From an optimization exercise on the open Yosys and OpenROAD flow, aimed at small area, a short achievable clock period and few clock cycles per item; shortcuts taken in it are not production practice. The RTL was checked by simulation tests, not by an equivalence proof against the original design.

==> run a <==
## FloatALUUnit
module FloatALUUnit(
    input             clk,
    input             rst,
    input             in_valid,
    output            in_ready,
    input      [1:0]  oper,
    input      [31:0] n1,
    input      [31:0] n2,
    output reg        out_valid,
    output reg [31:0] result,
    output reg        LessThan,
    output reg        Overflow,
    output reg        Underflow,
    output reg        Exception
    );
export LEC_CHECK = 0
export CAP_MARGIN = 20
export CORE_MARGIN = 2
export CORE_UTILIZATION = 40
export CTS_CLUSTER_DIAMETER = 100
export CTS_CLUSTER_SIZE = 30
export SLEW_MARGIN = 20
export SYNTH_HIERARCHICAL = 1
create_clock -name core_clock -period 100.0 [get_ports {clk}]
standard.sh (not shown) runs the stock make flow with config.mk's settings and CLKGATE_MAP_FILE= SYNTH_SCRIPT=/design/flow/synth_recipe.tcl, a recipe that flattens the netlist after the stock synthesis.
==> flow/flow/run.sh <==
#!/bin/bash
# The standard layout, with the port buffers made plain buf_2 cells rather
# than the delay buffers buffer_ports picks by default.
set -euo pipefail
export BUFFER_PORTS_ARGS="-buffer_cell sky130_fd_sc_hd__buf_2"
bash standard.sh > make_flow.log 2>&1
==> run b (differences from run a) <==
--- a/flow/design.v
+++ b/flow/design.v
@@ -667,21 +667,23 @@
 wire [23:0] sh0   = |ad[7:5] ? 24'd0 : sml;
 wire [23:0] sh1   = ad[4] ? {16'd0, sh0[23:16]} : sh0;
 wire [23:0] sh2   = ad[3] ? {8'd0, sh1[23:8]} : sh1;
 wire [23:0] sh3   = ad[2] ? {4'd0, sh2[23:4]} : sh2;
 wire [23:0] sh4   = ad[1] ? {2'd0, sh3[23:2]} : sh3;
 wire [23:0] shd   = ad[0] ? {1'd0, sh4[23:1]} : sh4;       
 wire        ro    = op1[0] ^ sa ^ sb;              
-wire [24:0] ares  = {1'b0, big} + {1'b0, ro ? ~shd : shd} + {24'd0, ro};
 wire        cge   = big >= shd;
+wire        sw    = ro & ~cge;                      
+wire [23:0] opA   = sw ? shd : big;
+wire [23:0] opB   = sw ? big : shd;
+wire [24:0] ares  = {1'b0, opA} + {1'b0, ro ? ~opB : opB} + {24'd0, ro};
 wire        ceq   = big == shd;
 wire        mcmp  = isGT ? cge : (~cge | ceq);       
 wire        acar  = ~ro & ares[24];
-wire        aneg  = ro & ~ares[24];
-wire [23:0] ax    = aneg ? 24'd0 - ares[23:0] : ares[23:0];
+wire [23:0] ax    = ares[23:0];
 wire [27:0] anrm;
 Norm24 NA(.x(ax), .y(anrm));
 wire [4:0]  ash   = acar ? 5'd0 : anrm[27:23];
 wire [7:0]  anE   = acar ? Ebig + 8'd1 : Ebig;
 wire [8:0]  aE    = {1'b0, anE} - {4'd0, ash};
 wire        aUf   = aE[8];
 wire        aOv   = (Ebig == 8'd254) & (ash == 5'd0);
Settings changed: CTS_CLUSTER_SIZE 30 to 24.
==> run c (differences from run a) <==
--- a/flow/design.v
+++ b/flow/design.v
@@ -1,103 +1,112 @@
 `timescale 1ns / 1ps
 module FA(input a, input b, input c, output s, output co);
 assign s  = a ^ b ^ c;
 assign co = (a & b) | (a & c) | (b & c);
 endmodule
+module HAN(input a, input b, output s, output co);
+assign s  = ~(a ^ b);
+assign co = a | b;
+endmodule
 module HAS(input a, input b, output s, output co);
 assign s  = a ^ ~b;
 assign co = a & ~b;
 endmodule
 module AO22(input a1, input a2, input b1, input b2, output y);
 assign y = (a1 & a2) | (b1 & b2);
 endmodule
-module Norm24(input [23:0] x, output [27:0] y);    
-wire        z4 = ~|x[23:8];
-wire [23:0] x1 = z4 ? {x[7:0], 16'd0} : x;
-wire        z3 = ~|x1[23:16];
-wire [23:0] x2 = z3 ? {x1[15:0], 8'd0} : x1;
-wire        z2 = ~|x2[23:20];
-wire [23:0] x3 = z2 ? {x2[19:0], 4'd0} : x2;
-wire        z1 = ~|x3[23:22];
-wire [23:0] x4 = z1 ? {x3[21:0], 2'd0} : x3;
-wire        z0 = ~x4[23];
-wire [22:0] x5 = z0 ? {x4[21:0], 1'b0} : x4[22:0];
-wire [4:0]  z  = {z4, z3, z2, z1, z0};
-wire        q19 = (z == 5'd19);
-wire        nz  = ~(z4 & z3);                   
-assign y = {z & {5{nz & ~q19}}, x5 & {23{~q19}}};
+module Norm24(input [23:0] x, output reg [27:0] y);    
+integer k;
+reg [4:0] z;
+reg found;
+always @* begin
+    z = 5'd0; found = 1'b0;
+    for (k = 23; k >= 0; k = k - 1)
+        if (!found && x[k]) begin z = 23 - k; found = 1'b1; end
+    if (!found || z == 5'd19)
+        y = 28'd0;
+    else
+        y = {z, x[22:0] << z};
+end
 endmodule
 module NAND2(input a, input b, output y);
 assign y = ~(a & b);
 endmodule
+module AOI22(input a1, input a2, input b1, input b2, output y);
+assign y = ~((a1 & a2) | (b1 & b2));
+endmodule
+module HASN(input a, input b, output s, output co);
+assign s  = a ^ b;
+assign co = ~a | b;
+endmodule
 module HA(input a, input b, output s, output co);
 assign s  = a ^ b;
 assign co = a & b;
 endmodule
 `timescale 1ns / 1ps
 module Mul24(input [23:0] a, input [23:0] b, output [47:23] ph, output lz);
 wire [47:0] xn, yn;
 wire [575:0] ppn;
 genvar gi, gj;
 generate for (gi = 0; gi < 24; gi = gi + 1) begin : ppi
   for (gj = 0; gj < 24; gj = gj + 1) begin : ppj
     NAND2 u(.a(a[gi]), .b(b[gj]), .y(ppn[gi*24+gj]));
   end
 end endgenerate
-wire t1, t2; FA ut1 (.a(ppn[19]), .b(ppn[42]), .c(1'b1), .s(t1), .co(t2));
+wire t1, t2; HAN ut1 (.a(ppn[19]), .b(ppn[42]), .s(t1), .co(t2));
 wire t3, t4; FA ut3 (.a(ppn[20]), .b(ppn[43]), .c(ppn[66]), .s(t3), .co(t4));
-wire t5, t6; FA ut5 (.a(ppn[89]), .b(ppn[112]), .c(1'b1), .s(t5), .co(t6));
+wire t5, t6; HAN ut5 (.a(ppn[89]), .b(ppn[112]), .s(t5), .co(t6));
 wire t7, t8; FA ut7 (.a(ppn[21]), .b(ppn[44]), .c(ppn[67]), .s(t7), .co(t8));
 wire t9, t10; FA ut9 (.a(ppn[90]), .b(ppn[113]), .c(ppn[136]), .s(t9), .co(t10));
-wire t11, t12; FA ut11 (.a(ppn[159]), .b(ppn[182]), .c(1'b1), .s(t11), .co(t12));
+wire t11, t12; HAN ut11 (.a(ppn[159]), .b(ppn[182]), .s(t11), .co(t12));
 wire t13, t14; FA ut13 (.a(ppn[22]), .b(ppn[45]), .c(ppn[68]), .s(t13), .co(t14));
 wire t15, t16; FA ut15 (.a(ppn[91]), .b(ppn[114]), .c(ppn[137]), .s(t15), .co(t16));
 wire t17, t18; FA ut17 (.a(ppn[160]), .b(ppn[183]), .c(ppn[206]), .s(t17), .co(t18));
-wire t19, t20; FA ut19 (.a(ppn[229]), .b(ppn[252]), .c(1'b1), .s(t19), .co(t20));
+wire t19, t20; HAN ut19 (.a(ppn[229]), .b(ppn[252]), .s(t19), .co(t20));
 wire t21, t22; FA ut21 (.a(ppn[23]), .b(ppn[46]), .c(ppn[69]), .s(t21), .co(t22));
 wire t23, t24; FA ut23 (.a(ppn[92]), .b(ppn[115]), .c(ppn[138]), .s(t23), .co(t24));
 wire t25, t26; FA ut25 (.a(ppn[161]), .b(ppn[184]), .c(ppn[207]), .s(t25), .co(t26));
 wire t27, t28; FA ut27 (.a(ppn[230]), .b(ppn[253]), .c(ppn[276]), .s(t27), .co(t28));
-wire t29, t30; FA ut29 (.a(ppn[299]), .b(ppn[322]), .c(1'b1), .s(t29), .co(t30));
+wire t29, t30; HAN ut29 (.a(ppn[299]), .b(ppn[322]), .s(t29), .co(t30));
 wire t31, t32; FA ut31 (.a(ppn[47]), .b(ppn[70]), .c(ppn[93]), .s(t31), .co(t32));
 wire t33, t34; FA ut33 (.a(ppn[116]), .b(ppn[139]), .c(ppn[162]), .s(t33), .co(t34));
 wire t35, t36; FA ut35 (.a(ppn[185]), .b(ppn[208]), .c(ppn[231]), .s(t35), .co(t36));
 wire t37, t38; FA ut37 (.a(ppn[254]), .b(ppn[277]), .c(ppn[300]), .s(t37), .co(t38));
-wire t39, t40; FA ut39 (.a(ppn[323]), .b(ppn[346]), .c(1'b1), .s(t39), .co(t40));
+wire t39, t40; HAN ut39 (.a(ppn[323]), .b(ppn[346]), .s(t39), .co(t40));
 wire t41, t42; FA ut41 (.a(ppn[71]), .b(ppn[94]), .c(ppn[117]), .s(t41), .co(t42));
 wire t43, t44; FA ut43 (.a(ppn[140]), .b(ppn[163]), .c(ppn[186]), .s(t43), .co(t44));
 wire t45, t46; FA ut45 (.a(ppn[209]), .b(ppn[232]), .c(ppn[255]), .s(t45), .co(t46));
 wire t47, t48; FA ut47 (.a(ppn[278]), .b(ppn[301]), .c(ppn[324]), .s(t47), .co(t48));
 wire t49, t50; FA ut49 (.a(ppn[95]), .b(ppn[118]), .c(ppn[141]), .s(t49), .co(t50));
 wire t51, t52; FA ut51 (.a(ppn[164]), .b(ppn[187]), .c(ppn[210]), .s(t51), .co(t52));
 wire t53, t54; FA ut53 (.a(ppn[233]), .b(ppn[256]), .c(ppn[279]), .s(t53), .co(t54));
 wire t55, t56; FA ut55 (.a(ppn[119]), .b(ppn[142]), .c(ppn[165]), .s(t55), .co(t56));
 wire t57, t58; FA ut57 (.a(ppn[188]), .b(ppn[211]), .c(ppn[234]), .s(t57), .co(t58));
 wire t59, t60; FA ut59 (.a(ppn[143]), .b(ppn[166]), .c(ppn[189]), .s(t59), .co(t60));
-wire t61, t62; FA ut61 (.a(ppn[13]), .b(ppn[36]), .c(1'b1), .s(t61), .co(t62));
+wire t61, t62; HAN ut61 (.a(ppn[13]), .b(ppn[36]), .s(t61), .co(t62));
 wire t63, t64; FA ut63 (.a(ppn[14]), .b(ppn[37]), .c(ppn[60]), .s(t63), .co(t64));
-wire t65, t66; FA ut65 (.a(ppn[83]), .b(ppn[106]), .c(1'b1), .s(t65), .co(t66));
+wire t65, t66; HAN ut65 (.a(ppn[83]), .b(ppn[106]), .s(t65), .co(t66));
 wire t67, t68; FA ut67 (.a(ppn[15]), .b(ppn[38]), .c(ppn[61]), .s(t67), .co(t68));
 wire t69, t70; FA ut69 (.a(ppn[84]), .b(ppn[107]), .c(ppn[130]), .s(t69), .co(t70));
-wire t71, t72; FA ut71 (.a(ppn[153]), .b(ppn[176]), .c(1'b1), .s(t71), .co(t72));
+wire t71, t72; HAN ut71 (.a(ppn[153]), .b(ppn[176]), .s(t71), .co(t72));
 wire t73, t74; FA ut73 (.a(ppn[16]), .b(ppn[39]), .c(ppn[62]), .s(t73), .co(t74));
 wire t75, t76; FA ut75 (.a(ppn[85]), .b(ppn[108]), .c(ppn[131]), .s(t75), .co(t76));
 wire t77, t78; FA ut77 (.a(ppn[154]), .b(ppn[177]), .c(ppn[200]), .s(t77), .co(t78));
-wire t79, t80; FA ut79 (.a(ppn[223]), .b(ppn[246]), .c(1'b1), .s(t79), .co(t80));
+wire t79, t80; HAN ut79 (.a(ppn[223]), .b(ppn[246]), .s(t79), .co(t80));
 wire t81, t82; FA ut81 (.a(ppn[17]), .b(ppn[40]), .c(ppn[63]), .s(t81), .co(t82));
 wire t83, t84; FA ut83 (.a(ppn[86]), .b(ppn[109]), .c(ppn[132]), .s(t83), .co(t84));
 wire t85, t86; FA ut85 (.a(ppn[155]), .b(ppn[178]), .c(ppn[201]), .s(t85), .co(t86));
 wire t87, t88; FA ut87 (.a(ppn[224]), .b(ppn[247]), .c(ppn[270]), .s(t87), .co(t88));
-wire t89, t90; FA ut89 (.a(ppn[293]), .b(ppn[316]), .c(1'b1), .s(t89), .co(t90));
+wire t89, t90; HAN ut89 (.a(ppn[293]), .b(ppn[316]), .s(t89), .co(t90));
 wire t91, t92; FA ut91 (.a(ppn[18]), .b(ppn[41]), .c(ppn[64]), .s(t91), .co(t92));
 wire t93, t94; FA ut93 (.a(ppn[87]), .b(ppn[110]), .c(ppn[133]), .s(t93), .co(t94));
 wire t95, t96; FA ut95 (.a(ppn[156]), .b(ppn[179]), .c(ppn[202]), .s(t95), .co(t96));
 wire t97, t98; FA ut97 (.a(ppn[225]), .b(ppn[248]), .c(ppn[271]), .s(t97), .co(t98));
 wire t99, t100; FA ut99 (.a(ppn[294]), .b(ppn[317]), .c(ppn[340]), .s(t99), .co(t100));
-wire t101, t102; FA ut101 (.a(ppn[363]), .b(ppn[386]), .c(1'b1), .s(t101), .co(t102));
+wire t101, t102; HAN ut101 (.a(ppn[363]), .b(ppn[386]), .s(t101), .co(t102));
 wire t103, t104; FA ut103 (.a(t1), .b(ppn[65]), .c(ppn[88]), .s(t103), .co(t104));
 wire t105, t106; FA ut105 (.a(ppn[111]), .b(ppn[134]), .c(ppn[157]), .s(t105), .co(t106));
 wire t107, t108; FA ut107 (.a(ppn[180]), .b(ppn[203]), .c(ppn[226]), .s(t107), .co(t108));
 wire t109, t110; FA ut109 (.a(ppn[249]), .b(ppn[272]), .c(ppn[295]), .s(t109), .co(t110));
 wire t111, t112; FA ut111 (.a(ppn[318]), .b(ppn[341]), .c(ppn[364]), .s(t111), .co(t112));
 wire t113, t114; FA ut113 (.a(ppn[387]), .b(ppn[410]), .c(ppn[433]), .s(t113), .co(t114));
 wire t115, t116; FA ut115 (.a(t2), .b(t3), .c(t5), .s(t115), .co(t116));
@@ -171,24 +180,24 @@
 wire t251, t252; FA ut251 (.a(ppn[422]), .b(ppn[445]), .c(ppn[468]), .s(t251), .co(t252));
 wire t253, t254; FA ut253 (.a(ppn[239]), .b(ppn[262]), .c(ppn[285]), .s(t253), .co(t254));
 wire t255, t256; FA ut255 (.a(ppn[308]), .b(ppn[331]), .c(ppn[354]), .s(t255), .co(t256));
 wire t257, t258; FA ut257 (.a(ppn[377]), .b(ppn[400]), .c(ppn[423]), .s(t257), .co(t258));
 wire t259, t260; FA ut259 (.a(ppn[263]), .b(ppn[286]), .c(ppn[309]), .s(t259), .co(t260));
 wire t261, t262; FA ut261 (.a(ppn[332]), .b(ppn[355]), .c(ppn[378]), .s(t261), .co(t262));
 wire t263, t264; FA ut263 (.a(ppn[287]), .b(ppn[310]), .c(ppn[333]), .s(t263), .co(t264));
-wire t265, t266; FA ut265 (.a(ppn[9]), .b(ppn[32]), .c(1'b1), .s(t265), .co(t266));
+wire t265, t266; HAN ut265 (.a(ppn[9]), .b(ppn[32]), .s(t265), .co(t266));
 wire t267, t268; FA ut267 (.a(ppn[10]), .b(ppn[33]), .c(ppn[56]), .s(t267), .co(t268));
-wire t269, t270; FA ut269 (.a(ppn[79]), .b(ppn[102]), .c(1'b1), .s(t269), .co(t270));
+wire t269, t270; HAN ut269 (.a(ppn[79]), .b(ppn[102]), .s(t269), .co(t270));
 wire t271, t272; FA ut271 (.a(ppn[11]), .b(ppn[34]), .c(ppn[57]), .s(t271), .co(t272));
 wire t273, t274; FA ut273 (.a(ppn[80]), .b(ppn[103]), .c(ppn[126]), .s(t273), .co(t274));
-wire t275, t276; FA ut275 (.a(ppn[149]), .b(ppn[172]), .c(1'b1), .s(t275), .co(t276));
+wire t275, t276; HAN ut275 (.a(ppn[149]), .b(ppn[172]), .s(t275), .co(t276));
 wire t277, t278; FA ut277 (.a(ppn[12]), .b(ppn[35]), .c(ppn[58]), .s(t277), .co(t278));
 wire t279, t280; FA ut279 (.a(ppn[81]), .b(ppn[104]), .c(ppn[127]), .s(t279), .co(t280));
 wire t281, t282; FA ut281 (.a(ppn[150]), .b(ppn[173]), .c(ppn[196]), .s(t281), .co(t282));
-wire t283, t284; FA ut283 (.a(ppn[219]), .b(ppn[242]), .c(1'b1), .s(t283), .co(t284));
+wire t283, t284; HAN ut283 (.a(ppn[219]), .b(ppn[242]), .s(t283), .co(t284));
 wire t285, t286; FA ut285 (.a(t61), .b(ppn[59]), .c(ppn[82]), .s(t285), .co(t286));
 wire t287, t288; FA ut287 (.a(ppn[105]), .b(ppn[128]), .c(ppn[151]), .s(t287), .co(t288));
 wire t289, t290; FA ut289 (.a(ppn[174]), .b(ppn[197]), .c(ppn[220]), .s(t289), .co(t290));
 wire t291, t292; FA ut291 (.a(ppn[243]), .b(ppn[266]), .c(ppn[289]), .s(t291), .co(t292));
 wire t293, t294; FA ut293 (.a(t62), .b(t63), .c(t65), .s(t293), .co(t294));
 wire t295, t296; FA ut295 (.a(ppn[129]), .b(ppn[152]), .c(ppn[175]), .s(t295), .co(t296));
 wire t297, t298; FA ut297 (.a(ppn[198]), .b(ppn[221]), .c(ppn[244]), .s(t297), .co(t298));
@@ -279,20 +288,20 @@
 wire t467, t468; FA ut467 (.a(ppn[495]), .b(ppn[518]), .c(ppn[541]), .s(t467), .co(t468));
 wire t469, t470; FA ut469 (.a(ppn[335]), .b(ppn[358]), .c(ppn[381]), .s(t469), .co(t470));
 wire t471, t472; FA ut471 (.a(ppn[404]), .b(ppn[427]), .c(ppn[450]), .s(t471), .co(t472));
 wire t473, t474; FA ut473 (.a(ppn[473]), .b(ppn[496]), .c(ppn[519]), .s(t473), .co(t474));
 wire t475, t476; FA ut475 (.a(ppn[359]), .b(ppn[382]), .c(ppn[405]), .s(t475), .co(t476));
 wire t477, t478; FA ut477 (.a(ppn[428]), .b(ppn[451]), .c(ppn[474]), .s(t477), .co(t478));
 wire t479, t480; FA ut479 (.a(ppn[383]), .b(ppn[406]), .c(ppn[429]), .s(t479), .co(t480));
-wire t481, t482; FA ut481 (.a(ppn[6]), .b(ppn[29]), .c(1'b1), .s(t481), .co(t482));
+wire t481, t482; HAN ut481 (.a(ppn[6]), .b(ppn[29]), .s(t481), .co(t482));
 wire t483, t484; FA ut483 (.a(ppn[7]), .b(ppn[30]), .c(ppn[53]), .s(t483), .co(t484));
-wire t485, t486; FA ut485 (.a(ppn[76]), .b(ppn[99]), .c(1'b1), .s(t485), .co(t486));
+wire t485, t486; HAN ut485 (.a(ppn[76]), .b(ppn[99]), .s(t485), .co(t486));
 wire t487, t488; FA ut487 (.a(ppn[8]), .b(ppn[31]), .c(ppn[54]), .s(t487), .co(t488));
 wire t489, t490; FA ut489 (.a(ppn[77]), .b(ppn[100]), .c(ppn[123]), .s(t489), .co(t490));
-wire t491, t492; FA ut491 (.a(ppn[146]), .b(ppn[169]), .c(1'b1), .s(t491), .co(t492));
+wire t491, t492; HAN ut491 (.a(ppn[146]), .b(ppn[169]), .s(t491), .co(t492));
 wire t493, t494; FA ut493 (.a(t265), .b(ppn[55]), .c(ppn[78]), .s(t493), .co(t494));
 wire t495, t496; FA ut495 (.a(ppn[101]), .b(ppn[124]), .c(ppn[147]), .s(t495), .co(t496));
 wire t497, t498; FA ut497 (.a(ppn[170]), .b(ppn[193]), .c(ppn[216]), .s(t497), .co(t498));
 wire t499, t500; FA ut499 (.a(t266), .b(t267), .c(t269), .s(t499), .co(t500));
 wire t501, t502; FA ut501 (.a(ppn[125]), .b(ppn[148]), .c(ppn[171]), .s(t501), .co(t502));
 wire t503, t504; FA ut503 (.a(ppn[194]), .b(ppn[217]), .c(ppn[240]), .s(t503), .co(t504));
 wire t505, t506; FA ut505 (.a(t268), .b(t270), .c(t271), .s(t505), .co(t506));
@@ -381,17 +390,17 @@
 wire t671, t672; FA ut671 (.a(ppn[521]), .b(ppn[544]), .c(ppn[567]), .s(t671), .co(t672));
 wire t673, t674; FA ut673 (.a(t480), .b(ppn[407]), .c(ppn[430]), .s(t673), .co(t674));
 wire t675, t676; FA ut675 (.a(ppn[453]), .b(ppn[476]), .c(ppn[499]), .s(t675), .co(t676));
 wire t677, t678; FA ut677 (.a(ppn[522]), .b(ppn[545]), .c(ppn[568]), .s(t677), .co(t678));
 wire t679, t680; FA ut679 (.a(ppn[431]), .b(ppn[454]), .c(ppn[477]), .s(t679), .co(t680));
 wire t681, t682; FA ut681 (.a(ppn[500]), .b(ppn[523]), .c(ppn[546]), .s(t681), .co(t682));
 wire t683, t684; FA ut683 (.a(ppn[455]), .b(ppn[478]), .c(ppn[501]), .s(t683), .co(t684));
-wire t685, t686; FA ut685 (.a(ppn[4]), .b(ppn[27]), .c(1'b1), .s(t685), .co(t686));
+wire t685, t686; HAN ut685 (.a(ppn[4]), .b(ppn[27]), .s(t685), .co(t686));
 wire t687, t688; FA ut687 (.a(ppn[5]), .b(ppn[28]), .c(ppn[51]), .s(t687), .co(t688));
-wire t689, t690; FA ut689 (.a(ppn[74]), .b(ppn[97]), .c(1'b1), .s(t689), .co(t690));
+wire t689, t690; HAN ut689 (.a(ppn[74]), .b(ppn[97]), .s(t689), .co(t690));
 wire t691, t692; FA ut691 (.a(t481), .b(ppn[52]), .c(ppn[75]), .s(t691), .co(t692));
 wire t693, t694; FA ut693 (.a(ppn[98]), .b(ppn[121]), .c(ppn[144]), .s(t693), .co(t694));
 wire t695, t696; FA ut695 (.a(t482), .b(t483), .c(t485), .s(t695), .co(t696));
 wire t697, t698; FA ut697 (.a(ppn[122]), .b(ppn[145]), .c(ppn[168]), .s(t697), .co(t698));
 wire t699, t700; FA ut699 (.a(t484), .b(t486), .c(t487), .s(t699), .co(t700));
 wire t701, t702; FA ut701 (.a(t489), .b(t491), .c(ppn[192]), .s(t701), .co(t702));
 wire t703, t704; FA ut703 (.a(t488), .b(t490), .c(t492), .s(t703), .co(t704));
@@ -459,15 +468,15 @@
 wire t827, t828; FA ut827 (.a(t674), .b(t676), .c(t678), .s(t827), .co(t828));
 wire t829, t830; FA ut829 (.a(t679), .b(t681), .c(ppn[569]), .s(t829), .co(t830));
 wire t831, t832; FA ut831 (.a(t680), .b(t682), .c(t683), .s(t831), .co(t832));
 wire t833, t834; FA ut833 (.a(ppn[524]), .b(ppn[547]), .c(ppn[570]), .s(t833), .co(t834));
 wire t835, t836; FA ut835 (.a(t684), .b(ppn[479]), .c(ppn[502]), .s(t835), .co(t836));
 wire t837, t838; FA ut837 (.a(ppn[525]), .b(ppn[548]), .c(ppn[571]), .s(t837), .co(t838));
 wire t839, t840; FA ut839 (.a(ppn[503]), .b(ppn[526]), .c(ppn[549]), .s(t839), .co(t840));
-wire t841, t842; FA ut841 (.a(ppn[3]), .b(ppn[26]), .c(1'b1), .s(t841), .co(t842));
+wire t841, t842; HAN ut841 (.a(ppn[3]), .b(ppn[26]), .s(t841), .co(t842));
 wire t843, t844; FA ut843 (.a(t685), .b(ppn[50]), .c(ppn[73]), .s(t843), .co(t844));
 wire t845, t846; FA ut845 (.a(t686), .b(t687), .c(t689), .s(t845), .co(t846));
 wire t847, t848; FA ut847 (.a(t688), .b(t690), .c(t691), .s(t847), .co(t848));
 wire t849, t850; FA ut849 (.a(t692), .b(t694), .c(t695), .s(t849), .co(t850));
 wire t851, t852; FA ut851 (.a(t696), .b(t698), .c(t699), .s(t851), .co(t852));
 wire t853, t854; FA ut853 (.a(t700), .b(t702), .c(t703), .s(t853), .co(t854));
 wire t855, t856; FA ut855 (.a(t704), .b(t706), .c(t707), .s(t855), .co(t856));
@@ -501,15 +510,15 @@
 wire t911, t912; FA ut911 (.a(t816), .b(t818), .c(t819), .s(t911), .co(t912));
 wire t913, t914; FA ut913 (.a(t820), .b(t822), .c(t823), .s(t913), .co(t914));
 wire t915, t916; FA ut915 (.a(t824), .b(t826), .c(t827), .s(t915), .co(t916));
 wire t917, t918; FA ut917 (.a(t828), .b(t830), .c(t831), .s(t917), .co(t918));
 wire t919, t920; FA ut919 (.a(t832), .b(t834), .c(t835), .s(t919), .co(t920));
 wire t921, t922; FA ut921 (.a(t836), .b(t838), .c(t839), .s(t921), .co(t922));
 wire t923, t924; FA ut923 (.a(t840), .b(ppn[527]), .c(ppn[550]), .s(t923), .co(t924));
-wire t925, t926; FA ut925 (.a(ppn[2]), .b(ppn[25]), .c(1'b1), .s(t925), .co(t926));
+wire t925, t926; HAN ut925 (.a(ppn[2]), .b(ppn[25]), .s(t925), .co(t926));
 wire t927, t928; FA ut927 (.a(t841), .b(ppn[49]), .c(ppn[72]), .s(t927), .co(t928));
 wire t929, t930; FA ut929 (.a(t842), .b(t843), .c(ppn[96]), .s(t929), .co(t930));
 wire t931, t932; FA ut931 (.a(t844), .b(t845), .c(ppn[120]), .s(t931), .co(t932));
 wire t933, t934; FA ut933 (.a(t846), .b(t847), .c(t693), .s(t933), .co(t934));
 wire t935, t936; FA ut935 (.a(t848), .b(t849), .c(t697), .s(t935), .co(t936));
 wire t937, t938; FA ut937 (.a(t850), .b(t851), .c(t701), .s(t937), .co(t938));
 wire t939, t940; FA ut939 (.a(t852), .b(t853), .c(t705), .s(t939), .co(t940));
@@ -616,17 +625,19 @@
 reg        cf1;                         
 reg        v2, isd2;
 reg [1:0]  op1;
 reg [31:0] a1, b1;
 reg [4:0]  k1, k2;
 wire       rdy1 = a1[22] | ~|a1[22:0];
 wire       rdy2 = b1[22] | ~|b1[22:0];
+wire       irdy1 = n1[22] | ~|n1[22:0];
+wire       irdy2 = n2[22] | ~|n2[22:0];
 assign in_ready = irq;
 wire st1_hold = ~((rdy1 | a1[21]) & (rdy2 | b1[21]));
-wire st1_new  = in_valid & (oper == 2'd3) & ~|n1[30:23];   
+wire st1_new  = in_valid & (oper == 2'd3) & ~|n1[30:23] & ~(irdy1 & irdy2);
 wire cf1_new  = in_valid & (oper == 2'd3) & v2 & isd2;     
 wire cf1_hold = v1 & (op1 == 2'd3) & v2 & isd2;            
 always @(posedge clk) begin
     if (st1) begin
         st1  <= ~rst & st1_hold;
         cf1  <= ~rst & cf1_hold;
         irq  <= rst | ~(st1_hold | cf1_hold);
@@ -660,20 +671,15 @@
 wire        exc_ab = (&e1) | (&e2);
 wire [8:0]  ediff = {1'b0, e1} - {1'b0, e2};
 wire        isGT  = ~ediff[8];
 wire [7:0]  ad    = isGT ? ediff[7:0] : (8'd0 - ediff[7:0]);
 wire [7:0]  Ebig  = isGT ? e1 : e2;
 wire [23:0] big   = isGT ? A : B;
 wire [23:0] sml   = isGT ? B : A;
-wire [23:0] sh0   = |ad[7:5] ? 24'd0 : sml;
-wire [23:0] sh1   = ad[4] ? {16'd0, sh0[23:16]} : sh0;
-wire [23:0] sh2   = ad[3] ? {8'd0, sh1[23:8]} : sh1;
-wire [23:0] sh3   = ad[2] ? {4'd0, sh2[23:4]} : sh2;
-wire [23:0] sh4   = ad[1] ? {2'd0, sh3[23:2]} : sh3;
-wire [23:0] shd   = ad[0] ? {1'd0, sh4[23:1]} : sh4;       
+wire [23:0] shd   = sml >> ad;
 wire        ro    = op1[0] ^ sa ^ sb;              
 wire [24:0] ares  = {1'b0, big} + {1'b0, ro ? ~shd : shd} + {24'd0, ro};
 wire        cge   = big >= shd;
 wire        ceq   = big == shd;
 wire        mcmp  = isGT ? cge : (~cge | ceq);       
 wire        acar  = ~ro & ares[24];
 wire        aneg  = ro & ~ares[24];
@@ -802,15 +808,15 @@
     qp4 <= {qp3, g0p, qpX}; qn4 <= {qn3, g0n, qnX};
     tE2r4 <= tE2r3; dsg4 <= dsg3; dex4 <= dex3;
 end
 wire [26:0] wfin = sv2[3] + cv2[3];
 wire        wneg = wfin[26];
 wire [24:0] Qp   = {qp4, qpY[6:3]};
 wire [24:0] Qn   = {qn4, qnY[6:3]};
-wire [24:0] Q    = Qp + ~Qn + {24'd0, ~wneg};    
+wire [24:0] Q    = Qp - Qn - {24'd0, wneg};
 wire        q24  = Q[24];
 wire [22:0] dM   = q24 ? Q[23:1] : Q[22:0];
 wire [7:0]  E3   = tE2r4[7:0] - 8'd1;
 wire        E3c  = |tE2r4[7:0];
 wire [7:0]  dE   = q24 ? tE2r4[7:0] : E3;
 wire        dOv  = q24 ? 1'b0 : (tE2r4[8] & E3c);
 wire        dUf  = q24 ? ~tE2r4[8] : ~(tE2r4[8] | E3c);
Settings changed: CTS_CLUSTER_DIAMETER 100 to default, CTS_CLUSTER_SIZE 30 to default.
==> qor summary <==
item	run a	run c	run b
Run status	complete, no violations	complete, no violations	complete, no violations
Maximum number of pins on one net before global-route repair	68	76	67
Final Non-Filler Cells	6672	7032	6722
Final setup slack of the worst path	78.89 ns	78.86 ns	78.58 ns
Most frequent standard cell in the layout excluding fill and tap cells	sky130_fd_sc_hd__fa_1	sky130_fd_sc_hd__nand2_1	sky130_fd_sc_hd__fa_1
Multi-Input Combinational	4107	4233	4121
WL per Instance	25.0 um	25.6 um	25.9 um
Global-route wire length before repair	257000 um	276000 um	266000 um
Clk slew on worst S/H paths	0.11 ns	0.06 ns	0.10 ns
Relative area of clock buffers and inverters in the final design	0.0166	0.0298	0.0201
Die Y	356 um	363 um	358 um
Met3 wire length	13700 um	17800 um	15000 um
Testbench counts of run a, summed over its fixed seeds: cycles 34,437, items 32,000.
Testbench counts of run b, summed over its fixed seeds: cycles 34,437, items 32,000.
Testbench counts of run c, summed over its fixed seeds: cycles 34,437, items 32,000.

-- port drivers added, routing unchanged --
The flow's constraints put no driver on any port. The routed layouts listed below were extracted and timed again, unchanged, in two steps. Step 1 sets driving cells, clkbuf_16 on the clock port and buf_2 on the other inputs (assumed; they add their load-dependent delay and slew). Step 2 also shifts input and output timing later by t, the mid clock arrival at the registers, as if the neighbouring blocks saw the same clock. Slacks: no drivers / after step 1 / after step 2; pairs: no drivers / after step 1.
run | t, ns | slack for setup (ns) | hold slack, ns | worst slew at a driven data input, ns
run a | 0.706 | 78.895 / 78.813 / 78.390 | 0.328 / 0.328 / 0.328 | 0.04
run b | 0.718 | 78.583 / 78.504 / 77.969 | 0.326 / 0.326 / 0.326 | 0.05
run c | 0.740 | 78.858 / 78.805 / 78.181 | 0.320 / 0.320 / 0.320 | 0.06
After both steps setup and hold are still met in every run listed. The setup slack of run c, which loses most, moves by -0.053 ns with the drivers and by -0.677 ns with both steps.
